What follows belongs to an exercise in optimizing a design on an open flow for small area, a short achievable clock period and few clock cycles; a production flow would make more cautious choices. Function was not checked in any run shown here: the RTL went through the layout flow alone.

## flow/design.v (module list and top-level ports; edited modules follow where they fit)
// module jt900h_div: 71 lines
// module jt900h_add17: 64 lines
// module jt900h_alu: 232 lines
// module jt900h_mul: 461 lines
// module jt900h_add32: 124 lines
module jt900h_alu(
    input             rst,
    input             clk,
    input             cen,
    input      [31:0] op0,       
    input      [31:0] op1,       
    input      [31:0] op2,       
    input             bs,ws,qs,
    input             div_sign,       
    input             div,
    output            div_busy,
    input       [4:0] alu_sel,
    input       [2:0] cx_sel,
    input             nin, hin, cin, zin,
    output            s,z,p,c,v,
    output            h,
    output     [31:0] rslt
);
  // ...
==> flow/flow/run.sh <==
#!/bin/bash
# The standard layout, with plain buf_1 cells as the port buffers instead
# of the delay buffers buffer_ports picks by default. Every other step is the
# standard one. make's output goes to std_flow.log; ORFS keeps each step's log
# under orfs/logs.
set -euo pipefail
export BUFFER_PORTS_ARGS="-buffer_cell sky130_fd_sc_hd__buf_1"
bash standard.sh finish > std_flow.log 2>&1
==> flow/standard.sh <==
#!/bin/bash
# synth_recipe.tcl (not shown) runs the flow's synth.tcl, then flattens the netlist and writes it again
# the make line also repeats each setting of config.mk as NAME=value (left out here)
make -C /OpenROAD-flow-scripts/flow DESIGN_CONFIG=/design/flow/config.mk WORK_HOME=/design/flow/orfs CLKGATE_MAP_FILE= SYNTH_SCRIPT=/design/flow/synth_recipe.tcl "${@:-finish}"
==> flow/config.mk <==
export PLATFORM = sky130hd
export DESIGN_NAME = jt900h_alu
export DESIGN_NICKNAME = jt900h_alu
export VERILOG_FILES = /design/flow/design.v
export SDC_FILE = /design/flow/constraint.sdc
export NUM_CORES = 4
export LEC_CHECK = 0
export CAP_MARGIN = 20
export CORE_MARGIN = 2
export CORE_UTILIZATION = 55
export PLACE_DENSITY = 0.7
export SETUP_SLACK_MARGIN = 4
export SLEW_MARGIN = 20
==> flow/constraint.sdc <==
create_clock -name core_clock -period 17.0 [get_ports {clk}]
set_input_delay 3.4000 -clock core_clock [delete_from_list [all_inputs] [get_ports {clk}]]
set_output_delay 3.4000 -clock core_clock [all_outputs]
set_load 0.01 [all_outputs]
==> results by group, run 1 <==
Outcome
  – Status: no timing/DRC/antenna violations

Cells and area
  – Design area: 0.0255 sq mm
  – Sequential share of cell area: 0.0497
  – Clock network area share: 0.00580
  – Final #Nets: 3651
  – Share of cells above drive strength 1: 0.120
  – Fraction of area in multi-input gates: 0.793
  – Layout non-clock buf frac: 0.0893

Placed design
  – Dpl ws: 2.05 ns
  – Port Buf Inserts: 153

Setup path
  – Critical Path Max Stage Delay: 0.39 ns
  – CP arrival: 9.84 ns
  – Crit start category: primary input
  – Worst setup path endpoint: z
  – Worst setup startpoint: op2[31]

Logic synthesis
  – Synthesized area: 0.0227 sq mm
  – Mux share of post-synthesis cell area: 0.0526
  – Post-synthesis compound-gate area fraction: 0.315
  – Seq/Total Area, Yosys: 0.0557
  – Adder-Cell Fraction of Synth Area: 0.234
  – Synth async-reset ratio: 0.0185
  – Top_reg_cell synth: dfxtp_1

Detailed routing
  – Routed length per instance: 27.1 microns
  – Met2 wire len: 42.5 mm

STA
  – Setup violations, final: 0
  – RSZ-0062 raised after global routing: yes
  – Slew of the pin with the lowest slew margin: 1.25 ns
  – Post-Route Skew: 0.00543 ns

Global route
  – Pin count of the biggest net entering global routing: 50
  – Met1 usage: 0.558
  – Met2 Use GR: 0.666
  – Overall Global Routing Usage: 0.447

Floorplanning
  – Die area: 0.0430 sq mm
  – Die width: 207 microns
  – Core Box Area: 0.0408 sq mm

Clocking
  – CTS Hold Bufs: 0
  – Clock transition at the registers of the reported paths: 0.07 ns
  – Clock sink count: 54
==> run 2: changes to the inputs <==
--- a/flow/config.mk
+++ b/flow/config.mk
@@ -9,5 +9,5 @@
 export CORE_MARGIN = 2
 export CORE_UTILIZATION = 55
 export PLACE_DENSITY = 0.7
-export SETUP_SLACK_MARGIN = 4
+export SETUP_SLACK_MARGIN = 3
 export SLEW_MARGIN = 20
==> run 2 against run 1 <==
Net effect: clock skew rose by 0.0014 ns; wire length fell by 2.4%; hold slack improved by 0.030 ns; first-iteration DRC count fell by 2.7%; synthesized area did not move; register-to-register slack got worse by 0.89 ns; global-route usage fell by 0.17 points; synthesized cell count did not move; sequential share of layout area rose by 0.30 points; critical path depth fell by 1; worst setup slack got worse by 0.76 ns; die area did not move; critical path type unchanged; largest cell class unchanged.
==> results by group, run 2 <==
STA
  – RSZ-0062 raised after global routing: yes
  – Final setup margin: 3.00 ns
  – FMAX: 71.4 MHz
  – Final hold vios: 0
  – Tcrit/Tclk final: 0.824
  – Worst slew margin: 0.217
  – WHS: 0.430 ns
  – Setup TNS: 0 ns
  – Post-Route Skew: 0.00685 ns (+0.00142 ns)
  – Setup violations, final: 0 (unchanged)
  – Min cycle time layout: 14.00 ns
  – Slew of the pin with the lowest slew margin: 1.17 ns (-0.0826 ns)
  – Final slew viol count: 0

Logic synthesis
  – Synth async-reset ratio: 0.0185 (unchanged)
  – Top_reg_cell synth: dfxtp_1
  – Synth Area in XOR/XNOR: 0.0924
  – Avg Cell Area, Syn: 7.17 sq um
  – Adder-Cell Fraction of Synth Area: 0.234 (unchanged)
  – Post-Synthesis Cells: 3169
  – Simple-Gate Fraction of Synth Area: 0.167
  – Synth warn: 2
  – EDFF count, synth: 18
  – Netlist cell types: 90
  – Syn_nets: 3603
  – FF+latch count, synth: 54
  – Mux share of post-synthesis cell area: 0.0526 (unchanged)
  – Most frequent cell after synthesis: nor2_1
  – Seq/Total Area, Yosys: 0.0557 (unchanged)
  – Synth top area share: 0.138
  – Post-synthesis compound-gate area fraction: 0.315 (unchanged)
  – Area contributors post-synth: fa_1 (14%), ha_1 (8.9%), xnor2_1 (6.2%), o21ai_0 (5.9%), a21oi_1 (5.8%)
  – Yosys top cell by area: fa_1
  – Post-synth top cells: nor2_1 (310), o21ai_0 (269), a21oi_1 (264)
  – Synthesized area: 0.0227 sq mm (unchanged)
  – Main combinational cell family by area after synthesis: compound AO/OA/AOI/OAI gates

Floorplanning
  – Die Ht: 207 microns
  – Core Box Area: 0.0408 sq mm (unchanged)
  – Ports: 155
  – Initial Utilization: 0.556
  – Die area: 0.0430 sq mm (unchanged)
  – Die width: 207 microns (unchanged)
  – Row Count: 74

Cells and area
  – Share of cells above drive strength 1: 0.0765 (-0.0435)
  – Design area: 0.0240 sq mm (-5.6%)
  – Fin cells: 3685
  – Most frequent cells in the layout: nor2_1 (303), o21ai_0 (267), a21oi_1 (264)
  – Final #Nets: 3584 (-1.8%)
  – Util after Layout: 0.589
  – Most common cell after layout, fill and taps aside: nor2_1
  – Biggest regs: u_div.d (16), u_div.r (16), u_div.s (16)
  – Area growth syn-to-layout: 5.79%

Clocking
  – Clock transition at the registers of the reported paths: 0.07 ns (about the same)
  – CTS Hold Bufs: 0 (unchanged)
  – Clock sink count: 54 (unchanged)
  – CTS Buf Count: 5
  – CTS HTree Levels: 2
  – Clk buf depth: 2
  – Clock root buffer: clkbuf_16
  – Skew-Pair Late Insertion Delay: 0.32 ns
  – CTS tree: done

Placed design
  – Final HPWL DP: 75.5 mm
  – Port Buf Inserts: 153 (unchanged)
  – Gpl congestion: 1.03
  – Placed cells: 3669
  – Dpl cell area: 0.0236 sq mm
  – Dpl ws: 1.86 ns (-0.186 ns)

Outcome
  – Status: no timing/DRC/antenna violations

Detailed routing
  – Final ANT Viol Nets: 0
  – Initial DRC count: 3656
  – Routed length per instance: 27.0 microns (-0.61%)
  – DR DRC count: 0
  – DR vias: 25783
  – DRT Wirelength: 99.4 mm
  – Vias per cell: 7.00
  – Router iterations before antenna repair: 9

Setup path
  – Worst setup startpoint: ws
  – Crit path top cell by count: fa_1
  – CP arrival: 10.60 ns (+0.76 ns)
  – FF-to-FF path depth: 45
  – FF-to-FF Start: u_div.dc
  – CP delay by family, top: compound AO/OA/AOI/OAI gates
  – Critical path buffers and inverters: 2
  – Worst R2R End: u_div.r[14]
  – Critical Path RT: 13.60 ns
  – Crit start category: primary input
  – R2R Setup Slk: 3.65 ns
  – Worst Path Max Fanout: 11
  – Crit Path Class: primary input to output port
  – Critical Path End Type: output port
  – CP max-delay cell: fa_1
  – Critical Path Max Stage Delay: 0.45 ns (+0.06 ns)

Min path
  – Hold Path Stages: 1
  – Hold Path Origin: u_div.cnt[0]
  – Worst hold endpoint: u_div.cnt[0]
  – Class of the worst hold path: flop to flop

Global route
  – Pin count of the biggest net entering global routing: 53 (+6.0%)
  – Overall Global Routing Usage: 0.445 (-0.00165)
  – First-pass GRT wire length: 149 mm
  – Vias in the first global route: 24392
  – Initial antenna violation count: 3
  – Overflow after GRT: 0

Run
  – Max Cap Violations: 0
-- run 2: layout make-up --
type	count	area [sq um]
multi-input combinational	2618	19800
fill	3868	16800
timing repair buffer	240	1300
sequential	54	1270
inverter	231	868
tap	532	666
clock buffer	5	125
clock inverter	3	47.5
antenna	2	5.00
-- run 2: what timing repair did --
item	in CTS	in global routing
pin swaps	1	8
setup endpoints to repair	7	25
buffers inserted	0	5
gates resized for setup	22	34
-- run 2: how the worst max path moves through the flow --
stage | cells past startpoint | slack, ns | to
2_1_floorplan | 28 | 3.98 | p
3_3_place_gp | 26 | 1.85 | z
3_5_place_dp | 26 | 1.86 | z
4_1_cts | 27 | 2.98 | z
5_1_grt | 27 | 2.69 | z
6_report | 27 | 3.00 | z
-- run 2: cells by family (layout without fill, tap and decap cells) --
| family | Yosys count | after routing |
|---|---|---|
| AOI/OAI and AO/OA | 1099 | 1099 |
| and+or+nand+nor | 843 | 843 |
| buffers and inverters | 497 | 479 |
| adders and majority gates | 334 | 334 |
| xor gates and xnor gates | 234 | 234 |
| muxes | 108 | 108 |
| DFF | 54 | 54 |
| other | 0 | 2 |
-- run 2: per-layer routing --
layer	share of wire	vias to the layer above	track usage
met2	0.42	1929	0.671
met3	0.13	455	0.115
met1	0.37	12055	0.562
li1	-	11342	-
met4	0.081	2	0.298
met5	0.00010	-	0

[port drivers added, routing unchanged]
Ports are ideal in the flow. The routed layouts listed here were re-timed in OpenROAD.
Step 1 sets driving cells, clkbuf_16 on the clock port and buf_2 on the other inputs (assumed; they add their load-dependent delay and slew).
Step 2 adds t to the input delays and takes it off the output delays; t is the mean of the earliest and latest rising clock arrival at the registers after step 1. Input paths then give back, and output paths get back, about the clock's delay inside the block.
Three values: ideal, step 1, step 2; two values: the first two.
run	t, ns	setup slack, ns	clock arrival spread, ns	slew at the worst register clock pin (ns)	pins driven straight from the clock port
run 1	0.362	3.759 / 3.704 / 3.704	0.005 / 0.006	0.08 / 0.08	1
run 2	0.359	2.999 / 2.974 / 2.974	0.007 / 0.007	0.08 / 0.08	1
After both steps setup and hold are still met in every run listed. The setup slack of run 1, which loses most, moves by -0.055 ns with the drivers and by -0.055 ns with both steps.
